Context: an optimization exercise on an open-source flow, tuned for small area and a short achievable clock period. The choices shown serve that exercise and are no tape-out recipe. At most, simulation tests tie the RTL to the original design; equivalence was not proved. The RTL of run 6 was laid out without a check of its function. Power figures rest on the tool's default switching activity, not on a simulated workload.

`flow/config.mk`:
```
export PLATFORM = sky130hd
export DESIGN_NAME = fp_mul
export DESIGN_NICKNAME = fp_mul
export VERILOG_FILES = /design/flow/design.v
export SDC_FILE = /design/flow/constraint.sdc
export NUM_CORES = 4
export LEC_CHECK = 0
export CAP_MARGIN = 20
export CORE_MARGIN = 2
export CORE_UTILIZATION = 40
export SETUP_SLACK_MARGIN = 2.2
export SLEW_MARGIN = 20
export SYNTH_HIERARCHICAL = 1
export SYNTH_MINIMUM_KEEP_SIZE = 0
export TNS_END_PERCENT = 10
```
`flow/constraint.sdc`:
```
create_clock -name core_clock -period 5.3 [get_ports {clk}]
set_input_delay 1.0600 -clock core_clock [delete_from_list [all_inputs] [get_ports {clk}]]
set_output_delay 1.0600 -clock core_clock [all_outputs]
set_load 0.01 [all_outputs]
```
`flow/design.v`:
```
module fp1(a, one, two, neg, rx, ry);
input wire [10:0] a;
input wire [5:0] one, two;
input wire [4:0] neg;
wire [4:0] nneg = ~neg;
output wire [20:0] rx, ry;
wire pp_0_0;
wire pp_0_1;
wire pp_0_2;
wire pp_0_3;
wire pp_0_4;
wire pp_0_5;
wire pp_0_6;
wire pp_0_7;
wire pp_0_8;
wire pp_0_9;
wire pp_0_10;
wire pp_0_11;
wire pp_1_0;
wire pp_1_1;
wire pp_1_2;
wire pp_1_3;
wire pp_1_4;
wire pp_1_5;
wire pp_1_6;
wire pp_1_7;
wire pp_1_8;
wire pp_1_9;
wire pp_1_10;
wire pp_1_11;
wire pp_2_0;
wire pp_2_1;
wire pp_2_2;
wire pp_2_3;
wire pp_2_4;
wire pp_2_5;
wire pp_2_6;
wire pp_2_7;
wire pp_2_8;
wire pp_2_9;
wire pp_2_10;
wire pp_2_11;
wire pp_3_0;
wire pp_3_1;
wire pp_3_2;
wire pp_3_3;
wire pp_3_4;
wire pp_3_5;
wire pp_3_6;
wire pp_3_7;
wire pp_3_8;
wire pp_3_9;
wire pp_3_10;
wire pp_3_11;
wire pp_4_0;
wire pp_4_1;
wire pp_4_2;
wire pp_4_3;
wire pp_4_4;
wire pp_4_5;
wire pp_4_6;
wire pp_4_7;
wire pp_4_8;
wire pp_4_9;
wire pp_4_10;
wire pp_4_11;
wire pp_5_0;
wire pp_5_1;
wire pp_5_2;
wire pp_5_3;
wire pp_5_4;
wire pp_5_5;
wire pp_5_6;
wire pp_5_7;
wire pp_5_8;
wire pp_5_9;
wire pp_5_10;
wire hs0;
wire hc0;
wire hs1;
wire hc1;
wire hs2;
wire hc2;
wire fs0;
wire fc0;
wire hs3;
wire hc3;
wire fs1;
wire fc1;
wire hs4;
wire hc4;
wire fs2;
wire fc2;
wire fs3;
wire fc3;
wire hs5;
wire hc5;
wire fs4;
wire fc4;
wire fs5;
wire fc5;
wire hs6;
wire hc6;
wire fs6;
wire fc6;
wire fs7;
wire fc7;
wire fs8;
wire fc8;
wire hs7;
wire hc7;
wire fs9;
wire fc9;
wire fs10;
wire fc10;
wire fs11;
wire fc11;
wire fs12;
wire fc12;
wire fs13;
wire fc13;
wire fs14;
wire fc14;
wire fs15;
wire fc15;
wire fs16;
wire fc16;
wire fs17;
wire fc17;
wire fs18;
wire fc18;
wire fs19;
wire fc19;
wire fs20;
wire fc20;
wire fs21;
wire fc21;
wire fs22;
wire fc22;
wire fs23;
wire fc23;
wire fs24;
wire fc24;
wire fs25;
wire fc25;
wire fs26;
wire fc26;
wire fs27;
wire fc27;
wire fs28;
wire fc28;
wire fs29;
wire fc29;
wire fs30;
wire fc30;
wire fs31;
wire fc31;
wire pp_2_11_n;
wire fs32;
wire fc32;
wire fs33;
wire fc33;
wire fs34;
wire fc34;
wire fs35;
wire fc35;
wire fs36;
wire fc36;
wire fs37;
wire fc37;
wire pp_3_11_n;
wire fs38;
wire fc38;
wire fs39;
wire fc39;
wire fs40;
wire fc40;
wire fs41;
wire fc41;
wire pp_4_11_n;
wire fs42;
wire fc42;
wire fs43;
wire fc43;
assign pp_0_0 = (one[0] & a[0]) ^ neg[0];
assign pp_0_1 = ((one[0] & a[1]) | (two[0] & a[0])) ^ neg[0];
assign pp_0_2 = ((one[0] & a[2]) | (two[0] & a[1])) ^ neg[0];
assign pp_0_3 = ((one[0] & a[3]) | (two[0] & a[2])) ^ neg[0];
assign pp_0_4 = ((one[0] & a[4]) | (two[0] & a[3])) ^ neg[0];
assign pp_0_5 = ((one[0] & a[5]) | (two[0] & a[4])) ^ neg[0];
assign pp_0_6 = ((one[0] & a[6]) | (two[0] & a[5])) ^ neg[0];
assign pp_0_7 = ((one[0] & a[7]) | (two[0] & a[6])) ^ neg[0];
assign pp_0_8 = ((one[0] & a[8]) | (two[0] & a[7])) ^ neg[0];
assign pp_0_9 = ((one[0] & a[9]) | (two[0] & a[8])) ^ neg[0];
assign pp_0_10 = ((one[0] & a[10]) | (two[0] & a[9])) ^ neg[0];
assign pp_0_11 = (two[0] & a[10]) ^ neg[0];
assign pp_1_0 = (one[1] & a[0]) ^ neg[1];
assign pp_1_1 = ((one[1] & a[1]) | (two[1] & a[0])) ^ neg[1];
assign pp_1_2 = ((one[1] & a[2]) | (two[1] & a[1])) ^ neg[1];
assign pp_1_3 = ((one[1] & a[3]) | (two[1] & a[2])) ^ neg[1];
assign pp_1_4 = ((one[1] & a[4]) | (two[1] & a[3])) ^ neg[1];
assign pp_1_5 = ((one[1] & a[5]) | (two[1] & a[4])) ^ neg[1];
assign pp_1_6 = ((one[1] & a[6]) | (two[1] & a[5])) ^ neg[1];
assign pp_1_7 = ((one[1] & a[7]) | (two[1] & a[6])) ^ neg[1];
assign pp_1_8 = ((one[1] & a[8]) | (two[1] & a[7])) ^ neg[1];
assign pp_1_9 = ((one[1] & a[9]) | (two[1] & a[8])) ^ neg[1];
assign pp_1_10 = ((one[1] & a[10]) | (two[1] & a[9])) ^ neg[1];
assign pp_1_11 = (two[1] & a[10]) ^ neg[1];
assign pp_2_0 = (one[2] & a[0]) ^ neg[2];
assign pp_2_1 = ((one[2] & a[1]) | (two[2] & a[0])) ^ neg[2];
assign pp_2_2 = ((one[2] & a[2]) | (two[2] & a[1])) ^ neg[2];
assign pp_2_3 = ((one[2] & a[3]) | (two[2] & a[2])) ^ neg[2];
assign pp_2_4 = ((one[2] & a[4]) | (two[2] & a[3])) ^ neg[2];
assign pp_2_5 = ((one[2] & a[5]) | (two[2] & a[4])) ^ neg[2];
assign pp_2_6 = ((one[2] & a[6]) | (two[2] & a[5])) ^ neg[2];
assign pp_2_7 = ((one[2] & a[7]) | (two[2] & a[6])) ^ neg[2];
assign pp_2_8 = ((one[2] & a[8]) | (two[2] & a[7])) ^ neg[2];
assign pp_2_9 = ((one[2] & a[9]) | (two[2] & a[8])) ^ neg[2];
assign pp_2_10 = ((one[2] & a[10]) | (two[2] & a[9])) ^ neg[2];
assign pp_2_11 = (two[2] & a[10]) ^ neg[2];
assign pp_3_0 = (one[3] & a[0]) ^ neg[3];
assign pp_3_1 = ((one[3] & a[1]) | (two[3] & a[0])) ^ neg[3];
assign pp_3_2 = ((one[3] & a[2]) | (two[3] & a[1])) ^ neg[3];
assign pp_3_3 = ((one[3] & a[3]) | (two[3] & a[2])) ^ neg[3];
assign pp_3_4 = ((one[3] & a[4]) | (two[3] & a[3])) ^ neg[3];
assign pp_3_5 = ((one[3] & a[5]) | (two[3] & a[4])) ^ neg[3];
assign pp_3_6 = ((one[3] & a[6]) | (two[3] & a[5])) ^ neg[3];
assign pp_3_7 = ((one[3] & a[7]) | (two[3] & a[6])) ^ neg[3];
assign pp_3_8 = ((one[3] & a[8]) | (two[3] & a[7])) ^ neg[3];
assign pp_3_9 = ((one[3] & a[9]) | (two[3] & a[8])) ^ neg[3];
assign pp_3_10 = ((one[3] & a[10]) | (two[3] & a[9])) ^ neg[3];
assign pp_3_11 = (two[3] & a[10]) ^ neg[3];
assign pp_4_0 = (one[4] & a[0]) ^ neg[4];
assign pp_4_1 = ((one[4] & a[1]) | (two[4] & a[0])) ^ neg[4];
assign pp_4_2 = ((one[4] & a[2]) | (two[4] & a[1])) ^ neg[4];
assign pp_4_3 = ((one[4] & a[3]) | (two[4] & a[2])) ^ neg[4];
assign pp_4_4 = ((one[4] & a[4]) | (two[4] & a[3])) ^ neg[4];
assign pp_4_5 = ((one[4] & a[5]) | (two[4] & a[4])) ^ neg[4];
assign pp_4_6 = ((one[4] & a[6]) | (two[4] & a[5])) ^ neg[4];
assign pp_4_7 = ((one[4] & a[7]) | (two[4] & a[6])) ^ neg[4];
assign pp_4_8 = ((one[4] & a[8]) | (two[4] & a[7])) ^ neg[4];
assign pp_4_9 = ((one[4] & a[9]) | (two[4] & a[8])) ^ neg[4];
assign pp_4_10 = ((one[4] & a[10]) | (two[4] & a[9])) ^ neg[4];
assign pp_4_11 = (two[4] & a[10]) ^ neg[4];
assign pp_5_0 = (one[5] & a[0]);
assign pp_5_1 = ((one[5] & a[1]) | (two[5] & a[0]));
assign pp_5_2 = ((one[5] & a[2]) | (two[5] & a[1]));
assign pp_5_3 = ((one[5] & a[3]) | (two[5] & a[2]));
assign pp_5_4 = ((one[5] & a[4]) | (two[5] & a[3]));
assign pp_5_5 = ((one[5] & a[5]) | (two[5] & a[4]));
assign pp_5_6 = ((one[5] & a[6]) | (two[5] & a[5]));
assign pp_5_7 = ((one[5] & a[7]) | (two[5] & a[6]));
assign pp_5_8 = ((one[5] & a[8]) | (two[5] & a[7]));
assign pp_5_9 = ((one[5] & a[9]) | (two[5] & a[8]));
assign pp_5_10 = ((one[5] & a[10]) | (two[5] & a[9]));
ha_c u_h0(.a(neg[1]), .b(pp_0_2), .s(hs0), .co(hc0));
ha_c u_h1(.a(pp_0_3), .b(pp_1_1), .s(hs1), .co(hc1));
ha_c u_h2(.a(neg[2]), .b(pp_0_4), .s(hs2), .co(hc2));
fa_c u_f0(.a(pp_2_0), .b(pp_1_2), .c(hc1), .s(fs0), .co(fc0));
ha_c u_h3(.a(pp_0_5), .b(pp_1_3), .s(hs3), .co(hc3));
fa_c u_f1(.a(hc2), .b(pp_2_1), .c(hs3), .s(fs1), .co(fc1));
ha_c u_h4(.a(neg[3]), .b(pp_0_6), .s(hs4), .co(hc4));
fa_c u_f2(.a(pp_2_2), .b(pp_1_4), .c(pp_3_0), .s(fs2), .co(fc2));
fa_c u_f3(.a(hs4), .b(hc3), .c(fs2), .s(fs3), .co(fc3));
ha_c u_h5(.a(pp_0_7), .b(pp_1_5), .s(hs5), .co(hc5));
fa_c u_f4(.a(pp_3_1), .b(pp_2_3), .c(hc4), .s(fs4), .co(fc4));
fa_c u_f5(.a(fc2), .b(hs5), .c(fs4), .s(fs5), .co(fc5));
ha_c u_h6(.a(neg[4]), .b(pp_0_8), .s(hs6), .co(hc6));
fa_c u_f6(.a(pp_2_4), .b(pp_1_6), .c(pp_3_2), .s(fs6), .co(fc6));
fa_c u_f7(.a(hc5), .b(pp_4_0), .c(hs6), .s(fs7), .co(fc7));
fa_c u_f8(.a(fc4), .b(fs6), .c(fs7), .s(fs8), .co(fc8));
ha_c u_h7(.a(pp_0_9), .b(pp_1_7), .s(hs7), .co(hc7));
fa_c u_f9(.a(pp_3_3), .b(pp_2_5), .c(pp_4_1), .s(fs9), .co(fc9));
fa_c u_f10(.a(hs7), .b(hc6), .c(fc6), .s(fs10), .co(fc10));
fa_c u_f11(.a(fc7), .b(fs9), .c(fs10), .s(fs11), .co(fc11));
fa_c u_f12(.a(pp_1_8), .b(pp_0_10), .c(pp_2_6), .s(fs12), .co(fc12));
fa_c u_f13(.a(pp_4_2), .b(pp_3_4), .c(pp_5_0), .s(fs13), .co(fc13));
fa_c u_f14(.a(fc9), .b(hc7), .c(fs12), .s(fs14), .co(fc14));
fa_c u_f15(.a(fc10), .b(fs13), .c(fs14), .s(fs15), .co(fc15));
fa_c u_f16(.a(pp_1_9), .b(pp_0_11), .c(pp_2_7), .s(fs16), .co(fc16));
fa_c u_f17(.a(pp_4_3), .b(pp_3_5), .c(pp_5_1), .s(fs17), .co(fc17));
fa_c u_f18(.a(fc13), .b(fc12), .c(fs16), .s(fs18), .co(fc18));
fa_c u_f19(.a(fc14), .b(fs17), .c(fs18), .s(fs19), .co(fc19));
fa_c u_f20(.a(pp_1_10), .b(neg[0]), .c(pp_2_8), .s(fs20), .co(fc20));
fa_c u_f21(.a(pp_4_4), .b(pp_3_6), .c(pp_5_2), .s(fs21), .co(fc21));
fa_c u_f22(.a(fc17), .b(fc16), .c(fs20), .s(fs22), .co(fc22));
fa_c u_f23(.a(fc18), .b(fs21), .c(fs22), .s(fs23), .co(fc23));
fa_c u_f24(.a(pp_1_11), .b(neg[0]), .c(pp_2_9), .s(fs24), .co(fc24));
fa_c u_f25(.a(pp_4_5), .b(pp_3_7), .c(pp_5_3), .s(fs25), .co(fc25));
fa_c u_f26(.a(fc21), .b(fc20), .c(fs24), .s(fs26), .co(fc26));
fa_c u_f27(.a(fc22), .b(fs25), .c(fs26), .s(fs27), .co(fc27));
fa_c u_f28(.a(nneg[0]), .b(nneg[1]), .c(pp_2_10), .s(fs28), .co(fc28));
fa_c u_f29(.a(pp_4_6), .b(pp_3_8), .c(pp_5_4), .s(fs29), .co(fc29));
fa_c u_f30(.a(fc24), .b(fs28), .c(fc25), .s(fs30), .co(fc30));
fa_c u_f31(.a(fc26), .b(fs29), .c(fs30), .s(fs31), .co(fc31));
assign pp_2_11_n = ~pp_2_11;
fa_c u_f32(.a(pp_4_7), .b(pp_3_9), .c(pp_5_5), .s(fs32), .co(fc32));
fa_c u_f33(.a(fc28), .b(pp_2_11_n), .c(fc29), .s(fs33), .co(fc33));
fa_c u_f34(.a(fs33), .b(fs32), .c(fc30), .s(fs34), .co(fc34));
fa_c u_f35(.a(pp_3_10), .b(nneg[2]), .c(pp_4_8), .s(fs35), .co(fc35));
fa_c u_f36(.a(pp_2_11), .b(pp_5_6), .c(fc32), .s(fs36), .co(fc36));
fa_c u_f37(.a(fc33), .b(fs35), .c(fs36), .s(fs37), .co(fc37));
assign pp_3_11_n = ~pp_3_11;
fa_c u_f38(.a(pp_5_7), .b(pp_4_9), .c(pp_3_11_n), .s(fs38), .co(fc38));
fa_c u_f39(.a(fs38), .b(fc35), .c(fc36), .s(fs39), .co(fc39));
fa_c u_f40(.a(pp_4_10), .b(nneg[3]), .c(pp_5_8), .s(fs40), .co(fc40));
fa_c u_f41(.a(fc38), .b(pp_3_11), .c(fs40), .s(fs41), .co(fc41));
assign pp_4_11_n = ~pp_4_11;
fa_c u_f42(.a(pp_4_11_n), .b(pp_5_9), .c(fc40), .s(fs42), .co(fc42));
fa_c u_f43(.a(pp_5_10), .b(nneg[4]), .c(pp_4_11), .s(fs43), .co(fc43));
assign rx = {fs43, fs42, fs41, fs39, fs37, fs34, fc27, fc23, fc19, fc15, fc11, fc8, fc5, fc3, fc1, fc0, hs2, hc0, pp_1_0, pp_0_1, neg[0]};
assign ry = {fc42, fc41, fc39, fc37, fc34, fc31, fs31, fs27, fs23, fs19, fs15, fs11, fs8, fs5, fs3, fs1, fs0, hs1, hs0, 1'b0, pp_0_0};
endmodule
module fa_c(a, b, c, s, co);
input wire a, b, c;
output wire s, co;
assign s = a ^ b ^ c;
assign co = (a & b) | (c & (a ^ b));
endmodule
module ha_c(a, b, s, co);
input wire a, b;
output wire s, co;
assign s = a ^ b;
assign co = a & b;
endmodule
module ha1_c(a, b, s, co);
input wire a, b;
output wire s, co;
assign s = ~(a ^ b);
assign co = a | b;
endmodule
module fp2(s, e, sign, fp_result, under, over);
input wire [20:9] s;
input wire [4:0] e;
input wire sign;
output wire [15:0] fp_result;
output wire under, over;
wire [4:0] e_inc = e + 5'd1;
wire u0 = e > 5'd24;
wire u1 = (e > 5'd23) && (e != 5'd31);    
wire [4:0] te = s[20] ? e : e_inc;
wire [10:0] ts = s[20] ? s[19:9] : s[20:10];
assign fp_result = {sign, te[3:0], ts};
assign under = s[20] ? u0 : u1;
assign over = te[4];
endmodule
module fp_mul(clk, op1, op2, result, under, over);
input wire clk;
input wire [15:0] op1, op2;
output wire [15:0] result;
output wire under, over;
wire [13:0] bx = {2'b00, op2[10:0], 1'b0};
wire [5:0] one_d, two_d;
wire [4:0] neg_d;
genvar i;
generate for (i = 0; i < 6; i = i + 1) begin : g_booth
	assign one_d[i] = bx[2*i+1] ^ bx[2*i];
	assign two_d[i] = (bx[2*i+2] & ~bx[2*i+1] & ~bx[2*i]) | (~bx[2*i+2] & bx[2*i+1] & bx[2*i]);
	if (i < 5) begin : g_neg
		assign neg_d[i] = bx[2*i+2];
	end
end endgenerate
reg [10:0] sa;
reg [5:0] bone, btwo;
reg [4:0] bneg;
reg [4:0] e1;
reg sg1;
always @(posedge clk)
begin
	sa <= op1[10:0];
	bone <= one_d;
	btwo <= two_d;
	bneg <= neg_d;
	e1 <= {1'b0, op1[14:11]} + {1'b0, op2[14:11]} - 5'd7;
	sg1 <= op1[15] ^ op2[15];
end
wire [20:0] rx, ry;
fp1 stage1(.a(sa), .one(bone), .two(btwo), .neg(bneg), .rx(rx), .ry(ry));
wire [20:0] px = rx, py = ry;
wire [20:0] p, g;
wire q1, q2, q3, q4, q5, q6, q7, q8, q9, q10, q11, q12, q13, q14, q15, q16, q17, q18, q19, q20, q21, q22, q23, q24, q25, q26, q27, q28, q29, q30, q31, q32, q33, q34, q35, q36, q37, q38, q39, q40, q41, q42, q43, q44, q45, q46, q47, q48, q49, q50, q51, q52, q53, q54;
ha_c u_pg0(.a(px[0]), .b(py[0]), .s(p[0]), .co(g[0]));
assign p[1] = px[1];
assign g[1] = 1'b0;
ha_c u_pg2(.a(px[2]), .b(py[2]), .s(p[2]), .co(g[2]));
ha_c u_pg3(.a(px[3]), .b(py[3]), .s(p[3]), .co(g[3]));
ha_c u_pg4(.a(px[4]), .b(py[4]), .s(p[4]), .co(g[4]));
ha_c u_pg5(.a(px[5]), .b(py[5]), .s(p[5]), .co(g[5]));
ha_c u_pg6(.a(px[6]), .b(py[6]), .s(p[6]), .co(g[6]));
ha_c u_pg7(.a(px[7]), .b(py[7]), .s(p[7]), .co(g[7]));
ha_c u_pg8(.a(px[8]), .b(py[8]), .s(p[8]), .co(g[8]));
ha_c u_pg9(.a(px[9]), .b(py[9]), .s(p[9]), .co(g[9]));
ha_c u_pg10(.a(px[10]), .b(py[10]), .s(p[10]), .co(g[10]));
ha_c u_pg11(.a(px[11]), .b(py[11]), .s(p[11]), .co(g[11]));
ha_c u_pg12(.a(px[12]), .b(py[12]), .s(p[12]), .co(g[12]));
ha_c u_pg13(.a(px[13]), .b(py[13]), .s(p[13]), .co(g[13]));
ha_c u_pg14(.a(px[14]), .b(py[14]), .s(p[14]), .co(g[14]));
ha_c u_pg15(.a(px[15]), .b(py[15]), .s(p[15]), .co(g[15]));
ha_c u_pg16(.a(px[16]), .b(py[16]), .s(p[16]), .co(g[16]));
ha_c u_pg17(.a(px[17]), .b(py[17]), .s(p[17]), .co(g[17]));
ha_c u_pg18(.a(px[18]), .b(py[18]), .s(p[18]), .co(g[18]));
ha_c u_pg19(.a(px[19]), .b(py[19]), .s(p[19]), .co(g[19]));
ha_c u_pg20(.a(px[20]), .b(py[20]), .s(p[20]), .co(g[20]));
assign q1 = p[1] & g[0];
pg_c u_q2(.gh(g[3]), .ph(p[3]), .gl(g[2]), .pl(p[2]), .g(q2), .p(q3));
pg_c u_q4(.gh(g[5]), .ph(p[5]), .gl(g[4]), .pl(p[4]), .g(q4), .p(q5));
pg_c u_q6(.gh(g[7]), .ph(p[7]), .gl(g[6]), .pl(p[6]), .g(q6), .p(q7));
g_c u_q8(.gh(g[2]), .ph(p[2]), .gl(q1), .g(q8));
g_c u_q9(.gh(q2), .ph(q3), .gl(q1), .g(q9));
pg_c u_q10(.gh(g[6]), .ph(p[6]), .gl(q4), .pl(q5), .g(q10), .p(q11));
pg_c u_q12(.gh(q6), .ph(q7), .gl(q4), .pl(q5), .g(q12), .p(q13));
g_c u_q14(.gh(g[4]), .ph(p[4]), .gl(q9), .g(q14));
g_c u_q15(.gh(q4), .ph(q5), .gl(q9), .g(q15));
g_c u_q16(.gh(q10), .ph(q11), .gl(q9), .g(q16));
g_c u_q17(.gh(q12), .ph(q13), .gl(q9), .g(q17));
g_c u_q18(.gh(g[8]), .ph(p[8]), .gl(q17), .g(q18));
gt2_c u_q19(.x1(px[10]), .y1(py[10]), .x0(px[9]), .y0(py[9]), .g(q19), .t(q20));
gt2_c u_q21(.x1(px[12]), .y1(py[12]), .x0(px[11]), .y0(py[11]), .g(q21), .t(q22));
mj_c u_q23(.a(px[11]), .b(py[11]), .c(q19), .m(q23));
assign q26 = px[9] & py[9];
xr_c u_q27(.a(px[9]), .b(py[9]), .y(q27));
xr_c u_q28(.a(px[10]), .b(py[10]), .y(q28));
xr_c u_q29(.a(px[11]), .b(py[11]), .y(q29));
xr_c u_q30(.a(px[12]), .b(py[12]), .y(q30));
wire [3:0] bs0 = {q30 ^ q23, q29 ^ q19, q28 ^ q26, q27};
g_c u_q24(.gh(q21), .ph(q22), .gl(q19), .g(q24));
assign q25 = q22 & q20;
gt2_c u_q31(.x1(px[14]), .y1(py[14]), .x0(px[13]), .y0(py[13]), .g(q31), .t(q32));
gt2_c u_q33(.x1(px[16]), .y1(py[16]), .x0(px[15]), .y0(py[15]), .g(q33), .t(q34));
mj_c u_q35(.a(px[15]), .b(py[15]), .c(q31), .m(q35));
assign q38 = px[13] & py[13];
xr_c u_q39(.a(px[13]), .b(py[13]), .y(q39));
xr_c u_q40(.a(px[14]), .b(py[14]), .y(q40));
xr_c u_q41(.a(px[15]), .b(py[15]), .y(q41));
xr_c u_q42(.a(px[16]), .b(py[16]), .y(q42));
wire [3:0] bs1 = {q42 ^ q35, q41 ^ q31, q40 ^ q38, q39};
g_c u_q36(.gh(q33), .ph(q34), .gl(q31), .g(q36));
assign q37 = q34 & q32;
gt2_c u_q43(.x1(px[18]), .y1(py[18]), .x0(px[17]), .y0(py[17]), .g(q43), .t(q44));
gt2_c u_q45(.x1(px[20]), .y1(py[20]), .x0(px[19]), .y0(py[19]), .g(q45), .t(q46));
mj_c u_q47(.a(px[19]), .b(py[19]), .c(q43), .m(q47));
assign q50 = px[17] & py[17];
xr_c u_q51(.a(px[17]), .b(py[17]), .y(q51));
xr_c u_q52(.a(px[18]), .b(py[18]), .y(q52));
xr_c u_q53(.a(px[19]), .b(py[19]), .y(q53));
xr_c u_q54(.a(px[20]), .b(py[20]), .y(q54));
wire [3:0] bs2 = {q54 ^ q47, q53 ^ q43, q52 ^ q50, q51};
assign q49 = q51 & q52 & q53;
reg hc;
reg [3:0] bs0r;
reg bg0;
reg bp0;
reg [3:0] bs1r;
reg bg1;
reg bp1;
reg [3:0] bs2r;
reg bt;
reg [4:0] e2;
reg sg2;
always @(posedge clk)
begin
	hc <= q18;
	bs0r <= bs0;
	bg0 <= q24;
	bp0 <= q25;
	bs1r <= bs1;
	bg1 <= q36;
	bp1 <= q37;
	bs2r <= bs2;
	bt <= q49;
	e2 <= e1;
	sg2 <= sg1;
end
wire c0 = hc;
wire c1 = bg0 | (bp0 & c0);
wire c2 = bg1 | (bp1 & c1);
wire [3:0] bi0 = bs0r + c0;
wire [3:0] bi1 = bs1r + c1;
wire [3:0] bi2 = bs2r + c2;
wire s20 = bs2r[3] ^ (c2 & bt);
wire [20:9] s = {s20, bi2[2:0], bi1, bi0};
fp2 stage2(.s(s), .e(e2), .sign(sg2), .fp_result(result), .under(under), .over(over));
endmodule
module gt2_c(x1, y1, x0, y0, g, t);
input wire x1, y1, x0, y0;
output wire g, t;
assign g = (x1 & y1) | ((x1 | y1) & x0 & y0);
assign t = (x1 | y1) & (x0 | y0);
endmodule
module mj_c(a, b, c, m);
input wire a, b, c;
output wire m;
assign m = (a & b) | ((a | b) & c);
endmodule
module xr_c(a, b, y);
input wire a, b;
output wire y;
assign y = a ^ b;
endmodule
module pg_c(gh, ph, gl, pl, g, p);
input wire gh, ph, gl, pl;
output wire g, p;
assign g = gh | (ph & gl);
assign p = ph & pl;
endmodule
module g_c(gh, ph, gl, g);
input wire gh, ph, gl;
output wire g;
assign g = gh | (ph & gl);
endmodule
```
`flow/flow/run.sh`:
```
#!/bin/bash
# The standard layout (the standard.sh) with changes: plain buf_1
# cells as the input and output port buffers instead of the ones
# buffer_ports picks, clock tree synthesis without dummy load cells,
# and the ORFS settings below.
export BUFFER_PORTS_ARGS="-buffer_cell sky130_fd_sc_hd__buf_1"
export CTS_ARGS="-sink_clustering_enable -repair_clock_nets -buf_list sky130_fd_sc_hd__clkbuf_8 -dont_use_dummy_load"
export SETUP_MOVE_SEQUENCE="unbuffer,sizeup,swap"
bash standard.sh > standard.log 2>&1
```
`flow/standard.sh`:
```
#!/bin/bash
# synth_recipe.tcl (not shown) runs the flow's synth.tcl, then flattens the netlist and writes it again
# the make line also repeats each setting of config.mk as NAME=value (left out here)
make -C /OpenROAD-flow-scripts/flow DESIGN_CONFIG=/design/flow/config.mk WORK_HOME=/design/flow/orfs CLKGATE_MAP_FILE= SYNTH_SCRIPT=/design/flow/synth_recipe.tcl "${@:-finish}"
```
==> results of run 1 <==
## per-stage QoR
| stage | power, mW | cells | hold slack (ps) |
|---|---|---|---|
| after floorplan | 2.34 | 488 | 310 |
| after global placement | 2.43 | 633 | 313 |
| after detailed placement | 2.46 | 633 | 312 |
| after CTS | 2.78 | 642 | 323 |
| after global routing | 3.13 | 642 | 329 |
| final | 2.83 | 642 | 321 |
## power by group through the flow
stage / sequential (mW) / combinational, mW / clock, mW
2_1_floorplan: 0.615 / 1.72 / 0
3_3_place_gp: 0.675 / 1.76 / 0
3_5_place_dp: 0.676 / 1.79 / 0
4_1_cts: 0.672 / 1.81 / 0.296
5_1_grt: 0.688 / 2.13 / 0.318
6_report: 0.671 / 1.88 / 0.283
## area by class of cell
| type | instances | area share [%] |
|---|---|---|
| timing repair buffer | 50 | 3.51 |
| inverter | 18 | 1.26 |
| sequential | 58 | 23.4 |
| clock buffer | 9 | 2.32 |
| tap | 172 | 4.03 |
| multi-input combinational | 335 | 65.4 |
## final timing paths
check / to / slack [ps] / cells after the start
worst min register to register: e2[1]$_DFF_P_ / 320 / 0
worst max register to register: bs1r[3]$_DFF_P_ / 2200 / 9
worst min-delay path: e2[1]$_DFF_P_ / 320 / 0
worst max-delay path: bs1r[3]$_DFF_P_ / 2200 / 9
## metal layers
metal | GRT usage, % | vias up | share of wire [%]
li1 | - | 1567 | -
met1 | 18.3 | 1527 | 48
met2 | 22.7 | 80 | 47
met3 | 2.94 | 4 | 5.0
met4 | 2.79 | 0 | 0.51
met5 | 0 | - | 0
## flip-flops by register name, summed over array words and instances, names as in the netlist
| register | count |
|---|---|
| bg0 | 1 |
| bg1 | 1 |
| bneg | 5 |
| bone | 6 |
| bp0 | 1 |
| bp1 | 1 |
| bs0r | 4 |
| bs1r | 4 |
| bs2r | 4 |
| bt | 1 |
| btwo | 6 |
| e1 | 5 |
| e2 | 5 |
| hc | 1 |
| sa | 11 |
| sg1 | 1 |
| sg2 | 1 |
## worst max-delay path, cell delays in order (launching register included)
cell and delay [ps]:
dfxtp_4 450, a22oi_1 130, xnor2_1 240, fa_1 470, fa_1 410, fa_1 540
a31oi_2 210, nor2_2 80, maj3_2 300, xor2_1 160
## cell usage in the layout (no fill, tap or decap), types with 3 or more instances in the layout
master,count
nand2b_1,5
and2_1,9
a31oi_1,3
buf_1,50
nand3_1,3
ha_1,33
nor2_1,5
nand3b_1,4
fa_2,6
o22a_2,4
a22o_1,8
dfxtp_4,24
maj3_2,3
fa_1,39
dfxtp_1,32
xnor2_1,69
xor2_1,27
inv_1,18
mux2_4,5
a21o_1,12
a21oi_1,3
mux2_2,7
a21oi_2,3
o21ai_0,5
nand2_1,13
a22oi_2,12
clkbuf_8,9
a22oi_1,38
xnor2_2,3
## what timing repair did
action,CTS,global route
gates resized for setup,54,21
pin swaps,9,16
endpoints found under the setup margin,26,20
==> summary.txt, run 1 <==
Worst Path Max Fanout 12; Static Leakage 2.12 nW; Rows 41; I/O pin total 51; clock sinks between 50 and 60; Reg clk slew, reported paths 60 ps; total nets after synthesis 599; switching power between 1 and 1.5 mW; CTS tree yes; Clock Path Buffers 2; initial drt markers between 150 and 200; outcome no timing/DRC/antenna violations; Net Sw Frac 41.4%; Avg WL per Cell 14.1 µm; Final #Nets 583; largest net degree at the start of global routing 19; Post-DRT Antenna Nets 0; Startpoint Class flop; Finished Core Util about 42%; final instance area roughly 5300 µm²; final setup fails 0; clock skew approximately 9.3 ps; Port Buf Inserts 50; Starting Density approximately two fifths; Area growth syn-to-layout 2.35%; Setup TNS Final 0 ps; die area 14,000 µm²; CTS root buffer clkbuf_8; worst setup path start sa[9]$_DFF_P_; maximum clock rate between 300 and 400 MHz; RSZ-0062 raised after global routing yes; Placement Cell Area between 5000 and 6000 µm²; Synth Instances between 400 and 500; Final GP Congestion approximately 0.9; DR vias 3,178; # fillers between 1,000 and 1,500; Critical Path AT between 3000 and 4000 ps; Post-CTS Repair Setup Buffers 0; H-tree levels 3; CP endpoint kind flop; core area roughly 13,000 µm²; required time worst endpoint about 5500 ps; DP HPWL around 7000 µm; sequential cell area between 1000 and 1500 µm²; worst vdd ir 0.000197 V; Cell Pwr Density between 500 and 600 nW/µm²; combinational cell fraction of total power between 60% and 70%; Die X-Extent ~120 µm; Hold Crit Class flop to flop; CTS Hold Bufs 0; First-pass DRT Iterations 4; Setup CP Type flop to flop; initial antenna violation count 0; DIE HEIGHT 118 µm; P_int about 1.7 mW; number of global-route vias before repair ~3,300; worst slew pin tran 586 ps; layout cell share with drive strength beyond 1 18.9%; Clock Power Share between 10% and 20%; max-capacitance violation count 0; final worst-path cycle share roughly 60%; min-delay src e1[1]$_DFF_P_; Num CTS Buffers 9; Reg power frac between 20% and 30%; footprint of the multi-input gates 3500 µm²; slew margin rel. 60.9%; Slew Viols, Final 0; WL final 9020 µm; Setup WS pre-CTS ~1800 ps; total gr overflow 0; post-layout min period a little over 3000 ps; clock latency (worst-skew pair) about 310 ps; Final WS setup between 2000 and 2500 ps; mapped cell area roughly 5200 µm²; vias per cell around 5; final hold vios 0; first-pass GRT wire length 15,800 µm; Yosys warnings 7; Critical R2R Launch sa[9]$_DFF_P_; post-route DRC violation count 0; syn avg cell area between 10 and 15 µm²; gr usage total a little over an eighth; Antenna Cells 0
==> run 2: changes to the inputs <==
--- a/flow/config.mk
+++ b/flow/config.mk
@@ -10,3 +10,3 @@
 export CORE_UTILIZATION = 40
-export SETUP_SLACK_MARGIN = 2.2
+export SETUP_SLACK_MARGIN = 2.1
 export SLEW_MARGIN = 20
==> run 2 against run 1 <==
  * Clock power increased by 2%
  * Critical path type unchanged
  * First-iteration DRC count increased by 2.8%
  * Critical path depth unchanged
  * Combinational power decreased by 4%
  * Power decreased by 2.4%
  * Clock-buffer cell count unchanged
  * Global-route usage increased by 0.078 points
  * Highest routed layer unchanged
  * Utilization decreased by 0.63 points
==> summary.txt, run 2 <==
total gr overflow 0 (unchanged); WL met3 475 µm (was 451 µm); Max stage delay cell, worst path fa_2 (was fa_1); Critical Path AT 3360 ps (was 3290 ps); CTS tree yes (unchanged); required time worst endpoint 5500 ps (was 5490 ps); clock latency (worst-skew pair) 320 ps (was 310 ps); number of global-route vias before repair 3,270 (was 3,317); largest net degree at the start of global routing 19 (unchanged); post-layout min period 3160 ps (was 3100 ps); max-capacitance violation count 0 (unchanged); final setup fails 0 (unchanged); First-pass DRT Iterations 5 (was 4); Post-DRT Antenna Nets 0 (unchanged); Rows 41 (unchanged); placed cells 633 (unchanged); Final #Nets 583 (unchanged); Final GP Congestion 0.864 (was 0.901); slowest stage delay, CP 530 ps (was 540 ps); DIE HEIGHT 118 µm (unchanged); Starting Density 41.2% (unchanged); maximum clock rate 316 MHz (was 322 MHz); WL met1 4180 µm (was 4320 µm); final instance area 5270 µm² (was 5350 µm²); Cell Pwr Density 524 nW/µm² (was 529 nW/µm²); syn avg cell area 10.7 µm² (unchanged); Non-Filler Instances 642 (unchanged); H-tree levels 3 (unchanged); CTS root buffer clkbuf_8 (unchanged); Hold WS 325 ps (was 321 ps); first-pass GRT wire length 15,800 µm (about the same); Hold Crit Class flop to flop (unchanged); initial antenna violation count 0 (unchanged); die area 14,000 µm² (unchanged); RSZ-0062 raised after global routing yes (unchanged); Reg clk slew, reported paths 60 ps (about the same); Top Metal Used met4 (unchanged); clock sinks 58 (unchanged); total nets after synthesis 599 (unchanged); I/O pin total 51 (unchanged); DP HPWL 7150 µm (about the same); number of flip-flops in the largest register 11 (unchanged); Placement Cell Area 5000 µm² (about the same); WL final 9140 µm (was 9020 µm); Setup TNS Final 0 ps (unchanged); register name with the most flops sa (unchanged); Port Buf Inserts 50 (unchanged); Clock Path Buffers 2 (unchanged); CP endpoint kind flop (unchanged); Die X-Extent 118 µm (unchanged); CTS Hold Bufs 0 (unchanged); Static Leakage 2.11 nW (was 2.12 nW); layout cell share with drive strength beyond 1 16.2% (was 18.9%); worst slew pin tran 605 ps (was 586 ps); final hold vios 0 (unchanged); slew margin rel. 59.6% (was 60.9%); Post-CTS Repair Setup Buffers 0 (unchanged); post-route DRC violation count 0 (unchanged); Synth Instances 488 (unchanged); core area 12,700 µm² (unchanged); outcome no timing/DRC/antenna violations (unchanged); mapped cell area 5220 µm² (unchanged); gr usage total 13.7% (about the same); Setup CP Type flop to flop (unchanged); most frequent cells in the layout 72 x xnor2_1, 49 x buf_1, 42 x fa_1 (was 69 x xnor2_1, 50 x buf_1, 39 x fa_1); initial drt markers 186 (was 181); # fillers 1,242 (was 1,254); DR vias 3,210 (was 3,178); Worst Path Max Fanout 11 (was 12); Slew Viols, Final 0 (unchanged); most common cell after layout, fill and taps aside xnor2_1 (unchanged); Avg WL per Cell 14.2 µm (was 14.1 µm); crit-path cells a22oi_2, xnor2_1, fa_1, fa_1, fa_2, a31oi_1, nor2_2, maj3_2, xor2_1 (was a22oi_1, xnor2_1, fa_1, fa_1, fa_1, a31oi_2, nor2_2, maj3_2, xor2_1); final worst-path cycle share 59.6% (was 58.6%); critical path's most frequent cell fa_1 (unchanged); Num CTS Buffers 9 (unchanged); clock skew 10.1 ps (was 9.32 ps); Antenna Cells 0 (unchanged); Top Registers sa (11), bone (6), btwo (6) (unchanged); worst vdd ir 0.000269 V (was 0.000197 V); wire length on met2 4370 µm (was 4210 µm); Area growth syn-to-layout 0.814% (was 2.35%); Yosys warnings 7 (unchanged); vias per cell 5.00 (was 4.95); Startpoint Class flop (unchanged)
## run 2: metal layers
metal,track usage [%],up-vias
li1,-,1566
met1,18.3,1549
met2,22.5,85
met3,2.94,10
met4,3.77,0
met5,0,-
## run 2: area by class of cell
type	count	area, µm²	area share (%)
Clock buffer	9	124	2.35
Inverter	18	67.6	1.28
Multi-Input combinational cell	335	3420	64.9
Sequential cell	58	1250	23.8
Tap cell	172	215	4.09
Timing Repair Buffer	50	189	3.59
## run 2: worst paths after layout
kind	startpoint	to	slack, ps	depth (start not counted)
max	sa[10]$_DFF_P_	bs1r[3]$_DFF_P_	2140	9
min	e1[1]$_DFF_P_	e2[1]$_DFF_P_	330	0
max reg2reg	sa[10]$_DFF_P_	bs1r[3]$_DFF_P_	2140	9
min reg2reg	e1[1]$_DFF_P_	e2[1]$_DFF_P_	330	0
## run 2: repair_timing
| action | CTS | global route |
|---|---|---|
| gates resized for setup | 34 | 28 |
| setup endpoints to repair | 24 | 18 |
| pin swaps | 0 | 4 |
| cloned | 0 | 0 |
| hold endpoints to repair | 0 | 0 |
## run 2: report_power, final
| group | switching, mW | internal (mW) | leakage, nW |
|---|---|---|---|
| Sequential | 0.109 | 0.563 | 0.498 |
| Combinational | 0.891 | 0.912 | 1.55 |
| Clock | 0.137 | 0.150 | 0.0647 |
## run 2: stage by stage
| step | util (%) | worst slack (ps) | power [mW] |
|---|---|---|---|
| final | 41.6 | 2140 | 2.76 |
| after global routing | 41.6 | 2030 | 3.04 |
| after CTS | 40.9 | 2090 | 2.78 |
| after detailed placement | 39.5 | 1820 | 2.46 |
| after global placement | 39.5 | 1870 | 2.42 |
| after floorplan | - | 2120 | 2.34 |
## run 2: critical path, delay by kind of cell, from the launching register on
kind / cells / cell delay (ps)
compound gates: 2 / 320
xor+xnor: 2 / 460
fa+ha+maj: 4 / 1740
simple gates: 1 / 80
flops: 1 / 440
==> run 3: changes to the inputs <==
--- a/flow/config.mk
+++ b/flow/config.mk
@@ -10,3 +10,3 @@
 export CORE_UTILIZATION = 40
-export SETUP_SLACK_MARGIN = 2.1
+export SETUP_SLACK_MARGIN = 1.95
 export SLEW_MARGIN = 20
==> run 3 against run 2 <==
  * Largest power group unchanged
  * Critical path type unchanged
  * Maximum frequency is 2.0% lower
  * Utilization is 0.64 points lower
  * Hold slack hardly changed
  * Highest routed layer unchanged
  * Final area is 1.5% lower
==> summary.txt, run 3 <==
gr usage total 13.7% (about the same); Finished Core Util 40.9% (was 41.6%); register name with the most flops sa (unchanged); Post-CTS Repair Setup Buffers 0 (unchanged); Slew Viols, Final 0 (unchanged); Hold Crit Class flop to flop (unchanged); max-capacitance violation count 0 (unchanged); core area 12,700 µm² (unchanged); CP endpoint kind flop (unchanged); I/O pin total 51 (unchanged); First-pass DRT Iterations 4 (was 5); layout cell share with drive strength beyond 1 14.0% (was 16.2%); Placement Cell Area 5000 µm² (unchanged); Area growth syn-to-layout -0.743% (was 0.814%); Antenna Cells 0 (unchanged); post-layout min period 3220 ps (was 3160 ps); slew margin rel. 59.7% (was 59.6%); Yosys warnings 7 (unchanged); worst slew pin tran 604 ps (was 605 ps); die area 14,000 µm² (unchanged); most frequent cells in the layout 72 x xnor2_1, 50 x buf_1, 45 x fa_1, 45 x a22oi_1, 33 x ha_1 (was 72 x xnor2_1, 49 x buf_1, 42 x fa_1); RSZ-0062 raised after global routing yes (unchanged); final instance area 5180 µm² (was 5270 µm²); DIE HEIGHT 118 µm (unchanged); Hold Crit Depth 0 (unchanged); Final #Nets 583 (unchanged); final hold vios 0 (unchanged); Setup TNS Final 0 ps (unchanged); R2R cell count 9 (unchanged); number of flip-flops in the largest register 11 (unchanged); Clock Path Buffers 2 (unchanged); final worst-path cycle share 60.8% (was 59.6%); most common cell after layout, fill and taps aside xnor2_1 (unchanged); Power Total 2.74 mW (was 2.76 mW); Top Registers sa (11), bone (6), btwo (6) (unchanged); clock latency (worst-skew pair) 320 ps (about the same); maximum clock rate 310 MHz (was 316 MHz); required time worst endpoint 5500 ps (about the same); clock skew 9.88 ps (was 10.1 ps); syn avg cell area 10.7 µm² (unchanged); Cell Pwr Density 528 nW/µm² (was 524 nW/µm²); Static Leakage 2.10 nW (was 2.11 nW); Final GP Congestion 0.864 (unchanged); Starting Density 41.2% (unchanged); min-delay src e1[1]$_DFF_P_ (unchanged); DR vias 3,201 (was 3,210); mapped cell area 5220 µm² (unchanged); # fillers 1,243 (was 1,242); Die X-Extent 118 µm (unchanged); CTS Hold Bufs 0 (unchanged); H-tree levels 3 (unchanged); post-route DRC violation count 0 (unchanged); Critical R2R Launch sa[4]$_DFF_P_ (was sa[10]$_DFF_P_); Worst Path Max Fanout 12 (was 11); Synth Instances 488 (unchanged); CTS tree yes (unchanged); largest net degree at the start of global routing 19 (unchanged); final setup fails 0 (unchanged); Reg clk slew, reported paths 60 ps (about the same); vias per cell 4.99 (was 5.00); Setup CP Type flop to flop (unchanged); CTS root buffer clkbuf_8 (unchanged); number of global-route vias before repair 3,248 (was 3,270); Rows 41 (unchanged); Post-DRT Antenna Nets 0 (unchanged); clock sinks 58 (unchanged); initial drt markers 191 (was 186); Hold WS 325 ps (about the same); worst vdd ir 0.000265 V (was 0.000269 V); DP HPWL 7150 µm (unchanged); Num CTS Buffers 9 (unchanged); worst setup path start sa[4]$_DFF_P_ (was sa[10]$_DFF_P_); Avg WL per Cell 14.2 µm (about the same); Critical Path AT 3420 ps (was 3360 ps); total gr overflow 0 (unchanged); Startpoint Class flop (unchanged); initial antenna violation count 0 (unchanged); WL final 9110 µm (was 9140 µm); first-pass GRT wire length 15,700 µm (was 15,800 µm); total nets after synthesis 599 (unchanged); Port Buf Inserts 50 (unchanged); outcome no timing/DRC/antenna violations (unchanged)
-- run 3: changes by cell type in the layout (fill, tap and decap cells not counted) --
cell      change
a211oi_2      -1
dfxtp_2      +18
clkbuf_2      -1
buf_1         +1
a22oi_2       -4
nor2_1        +1
fa_2          -3
nor2_2        -1
fa_1          +3
a22oi_1       +4
a211oi_1      +1
dfxtp_4      -18
-- run 3: cell type report --
class                           count  area, µm²  share of cell area [%]
Timing Repair Buffer               50        188                    3.62
Tap cell                          172        215                    4.15
Clock buffer                        9        124                    2.39
Inverter                           18       67.6                    1.30
Multi-Input combinational cell    335       3380                    65.2
Sequential cell                    58       1210                    23.3
-- run 3: power by group --
| group | internal (mW) | total (mW) | switching, mW | leakage [nW] |
|---|---|---|---|---|
| clock | 0.150 | 0.290 | 0.139 | 0.0647 |
| sequential | 0.567 | 0.672 | 0.106 | 0.492 |
| combinational | 0.895 | 1.78 | 0.884 | 1.54 |
-- run 3: routing by layer --
metal | track usage (%) | share of wire (%) | wire length, µm | vias to the layer above
met1 | 18.4 | 46 | 4200 | 1537
li1 | - | - | - | 1563
met2 | 22.4 | 47 | 4320 | 93
met5 | 0 | 0 | 0 | -
met4 | 3.77 | 1.1 | 102 | 0
met3 | 2.94 | 5.3 | 484 | 8
-- run 3: worst paths after layout --
path | end | slack [ps]
worst max-delay path | bs1r[3]$_DFF_P_ | 2080
worst min-delay path | e2[1]$_DFF_P_ | 330
worst max register to register | bs1r[3]$_DFF_P_ | 2080
worst min register to register | e2[1]$_DFF_P_ | 330
-- run 3: metrics by stage --
step                cells  worst slack [ps]
finish                642              2080
global route          642              1910
CTS                   642              1850
detailed placement    633              1820
global placement      633              1870
floorplan             488              2120
-- run 3: what timing repair did --
action | CTS | global route
endpoints found under the setup margin | 19 | 12
pin swaps | 0 | 1
resized for setup | 5 | 29
-- run 3: worst max-delay path, cell delays in order (launching register included) --
cell and delay [ps]:
dfxtp_2 490, a22oi_1 130, xnor2_1 170, fa_1 480, fa_1 570, fa_1 490
a31oi_1 230, nor2_2 80, maj3_2 320, xor2_1 160
==> run 4: changes to the inputs <==
--- a/flow/config.mk
+++ b/flow/config.mk
@@ -10,3 +10,3 @@
 export CORE_UTILIZATION = 40
-export SETUP_SLACK_MARGIN = 1.95
+export SETUP_SLACK_MARGIN = 2.05
 export SLEW_MARGIN = 20
==> run 4 against run 3 <==
  * Still clean on timing, DRC and antenna
  * Worst setup slack gained 70 ps
  * Non-clock buffer count is the same
  * Clock-buffer cell count is the same
  * Clock power is essentially flat
  * Critical path depth is the same
  * Global-route usage is essentially flat
  * Critical endpoint is now bs0r[3]$_DFF_P_
  * Highest routed layer unchanged
==> summary.txt, run 4 <==
Antenna Cells 0 (unchanged); mapped cell area 5220 µm² (unchanged); die area 14,000 µm² (unchanged); combinational cell fraction of total power 65.5% (was 64.9%); R2R cell count 9 (unchanged); first-pass GRT wire length 15,800 µm (was 15,700 µm); total nets after synthesis 599 (unchanged); RSZ-0062 raised after global routing yes (unchanged); CTS root buffer clkbuf_8 (unchanged); H-tree levels 3 (unchanged); Area growth syn-to-layout 1.22% (was -0.743%); clock skew 10.4 ps (was 9.88 ps); Net Sw Frac 41.3% (was 41.2%); Rows 41 (unchanged); Clock Power Share 10.4% (was 10.6%); Setup TNS Final 0 ps (unchanged); Static Leakage 2.11 nW (was 2.10 nW); maximum clock rate 317 MHz (was 310 MHz); clock sinks 58 (unchanged); wire length on met2 4380 µm (was 4320 µm); Setup CP Type flop to flop (unchanged); max-capacitance violation count 0 (unchanged); Final GP Congestion 0.864 (unchanged); initial drt markers 191 (unchanged); Hold WS 325 ps (about the same); final setup fails 0 (unchanged); P_int 1.63 mW (was 1.61 mW); Hold Crit Class flop to flop (unchanged); Final #Nets 583 (unchanged); syn avg cell area 10.7 µm² (unchanged); total gr overflow 0 (unchanged); final worst-path cycle share 59.5% (was 60.8%); setup slack, reg-to-reg 2150 ps (was 2080 ps); Post-CTS Repair Setup Buffers 0 (unchanged); CTS Hold Bufs 0 (unchanged); clock latency (worst-skew pair) 320 ps (about the same); DR vias 3,218 (was 3,201); Avg WL per Cell 14.2 µm (about the same); Top Metal Used met4 (unchanged); outcome no timing/DRC/antenna violations (unchanged); most frequent cells in the layout 71 x xnor2_1, 49 x buf_1, 42 x fa_1 (was 72 x xnor2_1, 50 x buf_1, 45 x fa_1, 45 x a22oi_1, 33 x ha_1); Finished Core Util 41.7% (was 40.9%); post-layout min period 3150 ps (was 3220 ps); most common cell after layout, fill and taps aside xnor2_1 (unchanged); Worst Path Max Fanout 11 (was 12); CP endpoint kind flop (unchanged); Power Total 2.78 mW (was 2.74 mW); Non-Filler Instances 642 (unchanged); Critical R2R Launch sa[10]$_DFF_P_ (was sa[4]$_DFF_P_); gr usage total 13.8% (was 13.7%); placed cells 633 (unchanged); WL final 9100 µm (was 9110 µm); switching power 1.15 mW (was 1.13 mW); min-delay src e1[1]$_DFF_P_ (unchanged); WL met1 4210 µm (was 4200 µm); number of global-route vias before repair 3,262 (was 3,248); Port Buf Inserts 50 (unchanged); Num CTS Buffers 9 (unchanged); Critical Path AT 3350 ps (was 3420 ps); Cell Pwr Density 526 nW/µm² (was 528 nW/µm²); I/O pin total 51 (unchanged); Slew Viols, Final 0 (unchanged); Hold Crit Depth 0 (unchanged); worst vdd ir 0.000270 V (was 0.000265 V); vias per cell 5.01 (was 4.99); DIE HEIGHT 118 µm (unchanged); Critical R2R Capture bs0r[3]$_DFF_P_ (was bs1r[3]$_DFF_P_); Die X-Extent 118 µm (unchanged); Hold Path Sink e2[1]$_DFF_P_ (unchanged); Synth Instances 488 (unchanged); WL met3 416 µm (was 484 µm); CTS tree yes (unchanged); required time worst endpoint 5500 ps (about the same); Post-DRT Antenna Nets 0 (unchanged); Reg power frac 24.2% (was 24.5%); layout cell share with drive strength beyond 1 17.0% (was 14.0%); number of flip-flops in the largest register 11 (unchanged); Top Registers sa (11), bone (6), btwo (6) (unchanged); largest net degree at the start of global routing 19 (unchanged); register name with the most flops sa (unchanged); First-pass DRT Iterations 4 (unchanged); final hold vios 0 (unchanged); DP HPWL 7150 µm (unchanged); initial antenna violation count 0 (unchanged); core area 12,700 µm² (unchanged); Yosys warnings 7 (unchanged); Reg clk slew, reported paths 60 ps (about the same); worst slew pin tran 604 ps (unchanged); Starting Density 41.2% (unchanged); post-route DRC violation count 0 (unchanged); Clock Path Buffers 2 (unchanged); slew margin rel. 59.7% (unchanged); Startpoint Class flop (unchanged)
## run 4: power by group through the flow
stage | Combinational [mW] | Clock (mW) | Sequential (mW)
after floorplan | 1.72 | 0 | 0.614
after global placement | 1.75 | 0 | 0.675
after detailed placement | 1.78 | 0 | 0.678
after CTS | 1.80 | 0.300 | 0.675
after global routing | 2.05 | 0.320 | 0.688
final | 1.82 | 0.288 | 0.672
## run 4: worst max-delay path by stage
stage / endpoint / slack, ps / start
2_1_floorplan: bs1r[3]$_DFF_P_ / 2120 / bneg[0]$_DFF_P_
3_3_place_gp: bs1r[3]$_DFF_P_ / 1870 / sa[2]$_DFF_P_
3_5_place_dp: bs1r[3]$_DFF_P_ / 1820 / bneg[4]$_DFF_P_
4_1_cts: bs1r[3]$_DFF_P_ / 1950 / btwo[4]$_DFF_P_
5_1_grt: bs0r[3]$_DFF_P_ / 2030 / sa[10]$_DFF_P_
6_report: bs0r[3]$_DFF_P_ / 2150 / sa[10]$_DFF_P_
## run 4: layout make-up
cell class / count / area (µm²)
clock buffers: 9 / 124
repair buffers: 50 / 189
multi-input cells: 335 / 3440
fillers: 1241 / 7380
well taps: 172 / 215
flip-flops and latches: 58 / 1250
inverters: 18 / 67.6
## run 4: metrics by stage
step                cell area [µm²]  setup WS, ps
finish                         5290          2150
global route                   5290          2030
CTS                            5160          1950
detailed placement             5000          1820
global placement               5000          1870
floorplan                      5220          2120
## run 4: critical path: stages (launching register included)
cell,delay (ps)
dfxtp_4,400
a22oi_2,250
xnor2_2,120
fa_1,560
fa_1,430
fa_1,530
a31oi_2,190
nor2_2,80
maj3_2,320
xor2_1,160
## run 4: what timing repair did
item	CTS	global route
pin swaps	0	7
hold endpoints to repair	0	0
setup endpoints to repair	22	21
resized for setup	24	42
## run 4: layer usage
metal / up-vias / GRT usage [%]
li1: 1566 / -
met3: 10 / 2.94
met1: 1574 / 18.4
met2: 68 / 22.5
met5: - / 0
met4: 0 / 3.77
==> run 5: changes to the inputs <==
--- a/flow/config.mk
+++ b/flow/config.mk
@@ -10,3 +10,3 @@
 export CORE_UTILIZATION = 40
-export SETUP_SLACK_MARGIN = 2.05
+export SETUP_SLACK_MARGIN = 2.0
 export SLEW_MARGIN = 20
==> run 5 against run 4 <==
  * Sequential share of layout area decreased by 0.33 points
  * Synthesized area unchanged
  * Largest power group unchanged
  * First-iteration DRC count increased by 20%
  * Non-clock buffer count did not move
  * Synthesized cell count is the same
  * Cell count is the same
  * Sequential power about the same
  * Combinational power about the same
  * Clock power barely moved
  * Via count fell by 0.87%
  * Worst setup slack worse by 29 ps
==> summary.txt, run 5 <==
first-pass GRT wire length 15,800 µm (unchanged); final instance area 5200 µm² (was 5290 µm²); Critical Path AT 3380 ps (was 3350 ps); worst vdd ir 0.000267 V (was 0.000270 V); CTS root buffer clkbuf_8 (unchanged); total nets after synthesis 599 (unchanged); Num CTS Buffers 9 (unchanged); CP endpoint kind flop (unchanged); DP HPWL 7150 µm (unchanged); Final GP Congestion 0.864 (unchanged); syn avg cell area 10.7 µm² (unchanged); Worst Path Max Fanout 14 (was 11); Starting Density 41.2% (unchanged); Post-DRT Antenna Nets 0 (unchanged); DIE HEIGHT 118 µm (unchanged); Max stage delay cell, worst path dfxtp_2 (was fa_1); Die X-Extent 118 µm (unchanged); I/O pin total 51 (unchanged); Synth Instances 488 (unchanged); H-tree levels 3 (unchanged); post-route DRC violation count 0 (unchanged); max-capacitance violation count 0 (unchanged); gr usage total 13.8% (unchanged); Power Total 2.75 mW (was 2.78 mW); Reg clk slew, reported paths 60 ps (about the same); Setup WS pre-CTS 1820 ps (unchanged); largest net degree at the start of global routing 19 (unchanged); WL final 9080 µm (was 9100 µm); register name with the most flops sa (unchanged); worst slew pin tran 605 ps (was 604 ps); Top delay family on crit path adder cells (unchanged); clock sinks 58 (unchanged); Non-Filler Instances 642 (unchanged); outcome no timing/DRC/antenna violations (unchanged); number of flip-flops in the largest register 11 (unchanged); Buf/Inv on CP 0 (unchanged); required time worst endpoint 5500 ps (about the same); clock skew 10.2 ps (was 10.4 ps); Startpoint Class flop (unchanged); Placement Cell Area 5000 µm² (unchanged); die area 14,000 µm² (unchanged); placed cells 633 (unchanged); Setup CP Type flop to flop (unchanged); Clock Path Buffers 2 (unchanged); layout cell share with drive strength beyond 1 14.7% (was 17.0%); Final WS setup 2120 ps (was 2150 ps); crit-path cells xnor2_1, fa_1, fa_1, fa_2, a31oi_1, nor2_2, maj3_2, xor2_1 (was a22oi_2, xnor2_2, fa_1, fa_1, fa_1, a31oi_2, nor2_2, maj3_2, xor2_1); mapped cell area 5220 µm² (unchanged); core area 12,700 µm² (unchanged); CTS Hold Bufs 0 (unchanged); Yosys warnings 7 (unchanged); Port Buf Inserts 50 (unchanged); First-pass DRT Iterations 5 (was 4); Top Registers sa (11), bone (6), btwo (6) (unchanged); Slew Viols, Final 0 (unchanged); critical path's most frequent cell fa_1 (unchanged); Finished Core Util 41.1% (was 41.7%); Area growth syn-to-layout -0.407% (was 1.22%); Hold WS 326 ps (was 325 ps); maximum clock rate 314 MHz (was 317 MHz); Avg WL per Cell 14.1 µm (was 14.2 µm); final setup fails 0 (unchanged); number of global-route vias before repair 3,262 (unchanged); Final #Nets 583 (unchanged); final hold vios 0 (unchanged); vias per cell 4.97 (was 5.01); slew margin rel. 59.6% (was 59.7%); DR vias 3,190 (was 3,218); RSZ-0062 raised after global routing yes (unchanged); clock latency (worst-skew pair) 320 ps (about the same); total gr overflow 0 (unchanged); Static Leakage 2.10 nW (was 2.11 nW); post-layout min period 3180 ps (was 3150 ps); Hold Crit Class flop to flop (unchanged); most frequent cells in the layout 72 x xnor2_1, 50 x buf_1, 45 x a22oi_1 (was 71 x xnor2_1, 49 x buf_1, 42 x fa_1); CTS tree yes (unchanged); initial antenna violation count 0 (unchanged); most common cell after layout, fill and taps aside xnor2_1 (unchanged); Antenna Cells 0 (unchanged); final worst-path cycle share 60.1% (was 59.5%); slowest stage delay, CP 590 ps (was 560 ps); Cell Pwr Density 528 nW/µm² (was 526 nW/µm²); Rows 41 (unchanged); initial drt markers 230 (was 191); Setup TNS Final 0 ps (unchanged)
[run 5: metal layers]
layer / part of all wire [%] / wire length (µm) / GRT usage, % / vias to the layer above
met4: 0.89 / 81 / 3.77 / 0
met5: 0 / 0 / 0 / -
met1: 47 / 4220 / 18.4 / 1545
met3: 4.8 / 440 / 2.94 / 6
met2: 48 / 4340 / 22.5 / 75
li1: - / - / - / 1564
[run 5: timing repair]
item / 4_1_cts / 5_1_grt
pin swaps: 0 / 1
setup endpoints to repair: 20 / 17
buffers inserted: 0 / 0
resized for setup: 20 / 20
[run 5: path summary, 6_finish.rpt]
kind	from	end	slack (ps)	depth (start not counted)
setup reg to reg	bneg[4]$_DFF_P_	bs1r[3]$_DFF_P_	2120	8
hold reg to reg	e1[1]$_DFF_P_	e2[1]$_DFF_P_	330	0
hold / removal	e1[1]$_DFF_P_	e2[1]$_DFF_P_	330	0
setup / recovery	bneg[4]$_DFF_P_	bs1r[3]$_DFF_P_	2120	8
[run 5: area by class of cell]
cell class,instances,area (µm²)
sequential,58,1220
inverter,18,67.6
tap,172,215
multi-input combinational,335,3390
clock buffer,9,124
timing repair buffer,50,188
fill,1247,7470
[run 5: power by group]
group / switching (mW) / leakage (nW) / internal, mW
registers: 0.107 / 0.493 / 0.566
logic: 0.887 / 1.54 / 0.901
clock network: 0.137 / 0.0647 / 0.150
total: 1.13 / 2.10 / 1.62
[run 5: worst reg2reg max path, stage by stage (launching register included)]
cell and delay, ps:
dfxtp_2 590, xnor2_1 180, fa_1 480, fa_1 570, fa_2 480, a31oi_1 220, nor2_2 80, maj3_2 320
xor2_1 160
==> run 6: changes to the inputs <==
--- a/flow/design.v
+++ b/flow/design.v
@@ -450,4 +450,2 @@
 reg [3:0] bs0r;
-reg bg0;
-reg bp0;
 reg [3:0] bs1r;
@@ -457,2 +455,3 @@
 reg bt;
+reg c1r;
 reg [4:0] e2;
@@ -463,4 +462,2 @@
 	bs0r <= bs0;
-	bg0 <= q24;
-	bp0 <= q25;
 	bs1r <= bs1;
@@ -470,2 +467,3 @@
 	bt <= q49;
+	c1r <= q24 | (q25 & q18);
 	e2 <= e1;
@@ -474,3 +472,3 @@
 wire c0 = hc;
-wire c1 = bg0 | (bp0 & c0);
+wire c1 = c1r;
 wire c2 = bg1 | (bp1 & c1);
==> run 6 against run 5 <==
  * Power fell by 0.95%
  * Register-to-register slack got worse by 40 ps
  * Non-clock buffer count did not move
  * Synthesized cell count fell by 0.82%
  * Hold slack got worse by 4.6 ps
  * Critical endpoint unchanged
  * Clock power barely moved
  * Still clean on timing, DRC and antenna
  * Largest cell class unchanged
  * Worst setup slack got worse by 42 ps
==> summary.txt, run 6 <==
most frequent cells in the layout 72 x xnor2_1, 50 x buf_1, 45 x a22oi_1 (unchanged); Placement Cell Area 4960 µm² (was 5000 µm²); core area 12,600 µm² (was 12,700 µm²); footprint of the multi-input gates 3370 µm² (was 3390 µm²); die area 13,900 µm² (was 14,000 µm²); DIE HEIGHT 118 µm (about the same); CTS Hold Bufs 0 (unchanged); Starting Density 41.1% (was 41.2%); Yosys warnings 7 (unchanged); Post-CTS Repair Setup Buffers 0 (unchanged); Port Buf Inserts 50 (unchanged); Static Leakage 2.09 nW (was 2.10 nW); Rows 41 (unchanged); Die X-Extent 118 µm (about the same); total nets after synthesis 595 (was 599); Synth Instances 484 (was 488); final hold vios 0 (unchanged); Power Total 2.72 mW (was 2.75 mW); number of flip-flops in the largest register 11 (unchanged); outcome no timing/DRC/antenna violations (unchanged); CP endpoint kind flop (unchanged); Setup CP Type flop to flop (unchanged); max-capacitance violation count 0 (unchanged); Clock Path Buffers 2 (unchanged); clock latency (worst-skew pair) 320 ps (about the same); Setup TNS Final 0 ps (unchanged); first-pass GRT wire length 15,800 µm (about the same); Post-DRT Antenna Nets 0 (unchanged); total gr overflow 0 (unchanged); final setup fails 0 (unchanged); Slew Viols, Final 0 (unchanged); Avg WL per Cell 14.4 µm (was 14.1 µm); Max stage delay cell, worst path fa_1 (was dfxtp_2); Startpoint Class flop (unchanged); initial antenna violation count 0 (unchanged); slowest stage delay, CP 600 ps (was 590 ps); clock sinks 57 (was 58); initial drt markers 227 (was 230); slew margin rel. 57.9% (was 59.6%); syn avg cell area 10.7 µm² (about the same); Final GP Congestion 0.871 (was 0.864); Num CTS Buffers 9 (unchanged); RSZ-0062 raised after global routing yes (unchanged); CTS tree yes (unchanged); post-layout min period 3230 ps (was 3180 ps); required time worst endpoint 5490 ps (was 5500 ps); maximum clock rate 310 MHz (was 314 MHz); Antenna Cells 0 (unchanged); # fillers 1,305 (was 1,247); largest net degree at the start of global routing 19 (unchanged); layout cell share with drive strength beyond 1 14.6% (was 14.7%); WL final 9170 µm (was 9080 µm); H-tree levels 3 (unchanged); vias per cell 5.02 (was 4.97); I/O pin total 51 (unchanged); Area growth syn-to-layout -0.121% (was -0.407%); Hold Crit Class flop to flop (unchanged); sequential cell area 1220 µm² (about the same); Top Registers sa (11), bone (6), btwo (6) (unchanged); Final #Nets 579 (was 583); Cell Pwr Density 526 nW/µm² (was 528 nW/µm²); Hold WS 321 ps (was 326 ps); DR vias 3,203 (was 3,190); mapped cell area 5190 µm² (was 5220 µm²); crit-path cells a22oi_1, xnor2_1, fa_1, fa_1, fa_2, a31oi_1, nor2_2, maj3_2, xor2_1 (was xnor2_1, fa_1, fa_1, fa_2, a31oi_1, nor2_2, maj3_2, xor2_1); CTS root buffer clkbuf_8 (unchanged); Reg clk slew, reported paths 60 ps (about the same); most common cell after layout, fill and taps aside xnor2_1 (unchanged); critical path's most frequent cell fa_1 (unchanged); First-pass DRT Iterations 4 (was 5); worst slew pin tran 631 ps (was 605 ps); final worst-path cycle share 60.9% (was 60.1%); final instance area 5180 µm² (was 5200 µm²); number of global-route vias before repair 3,347 (was 3,262); post-route DRC violation count 0 (unchanged); gr usage total 13.9% (was 13.8%); DP HPWL 6980 µm (was 7150 µm); worst vdd ir 0.000236 V (was 0.000267 V); Setup WS pre-CTS 1770 ps (was 1820 ps); clock skew 20.0 ps (was 10.2 ps); register name with the most flops sa (unchanged); Critical Path AT 3420 ps (was 3380 ps); Final WS setup 2070 ps (was 2120 ps); Worst Path Max Fanout 12 (was 14)
run 6: what timing repair did:
action	4_1_cts	5_1_grt
setup endpoints to repair	21	6
hold endpoints to repair	0	0
resized for setup	16	31
run 6: per-stage QoR:
stage,util [%],cells
2_1_floorplan,-,484
3_3_place_gp,39.3,629
3_5_place_dp,39.3,629
4_1_cts,40.5,638
5_1_grt,41.0,638
6_report,41.0,638
run 6: final timing paths:
| path | start | end | slack, ps | depth (start not counted) |
|---|---|---|---|---|
| worst min register to register | sg1$_DFF_P_ | sg2$_DFF_P_ | 320 | 0 |
| worst max-delay path | sa[3]$_DFF_P_ | bs1r[3]$_DFF_P_ | 2070 | 9 |
| worst min-delay path | sg1$_DFF_P_ | sg2$_DFF_P_ | 320 | 0 |
| worst max register to register | sa[3]$_DFF_P_ | bs1r[3]$_DFF_P_ | 2070 | 9 |
run 6: layout make-up:
class,instances,share of cell area [%]
clock buffer,9,2.39
timing repair buffer,50,3.62
multi-input combinational,332,65.0
sequential,57,23.5
tap,172,4.15
inverter,18,1.30
run 6: critical path, delay by kind of cell (launching register included):
family	cells	cell delay, ps
AND/OR/NAND/NOR	1	80
flip-flops	1	400
adder cells (fa/ha/maj)	4	1870
XOR/XNOR	2	280
AO/OA/AOI/OAI	2	450
run 6: power breakdown:
group          total (mW)  switching (mW)  internal [mW]
registers           0.651          0.0993          0.552
clock network       0.289           0.138          0.150
logic                1.78           0.873          0.910
total                2.72            1.11           1.61
run 6: layer usage:
layer | vias to the layer above | global-route usage (%) | part of all wire (%)
met2 | 125 | 21.9 | 44
met4 | 0 | 4.44 | 1.3
met3 | 18 | 3.25 | 5.9
met1 | 1516 | 18.9 | 48
met5 | - | 0 | 0
li1 | 1544 | - | -

[afterwards: timing with drivers on the ports]
In the flow no input, the clock included, has a driving cell. The finished layouts below were timed again as built, in two steps. Step 1 assumes that a clkbuf_16 drives the clock port and a buf_2 every other input. Step 2, shift: input delay + t, output delay - t, t = (earliest + latest rising clock arrival at the registers) / 2. This alone moves slack from input paths to output paths. Slacks: ideal ports / drivers / drivers and shift; pairs: ideal ports / drivers.
| run | t (ns) | setup slack, ns | worst setup path after step 2 | worst data-port slew with drivers (ns) |
|---|---|---|---|---|
| run 1 | 0.340 | 2.196 / 2.180 / 2.196 | register to register | 0.04 |
| run 2 | 0.346 | 2.140 / 2.140 / 2.140 | register to register | 0.04 |
| run 3 | 0.347 | 2.075 / 2.075 / 2.075 | register to register | 0.04 |
| run 4 | 0.346 | 2.145 / 2.145 / 2.145 | register to register | 0.04 |
| run 5 | 0.343 | 2.116 / 2.116 / 2.116 | register to register | 0.04 |
| run 6 | 0.348 | 2.074 / 2.074 / 2.074 | register to register | 0.03 |
After both steps setup and hold are still met in every run listed.
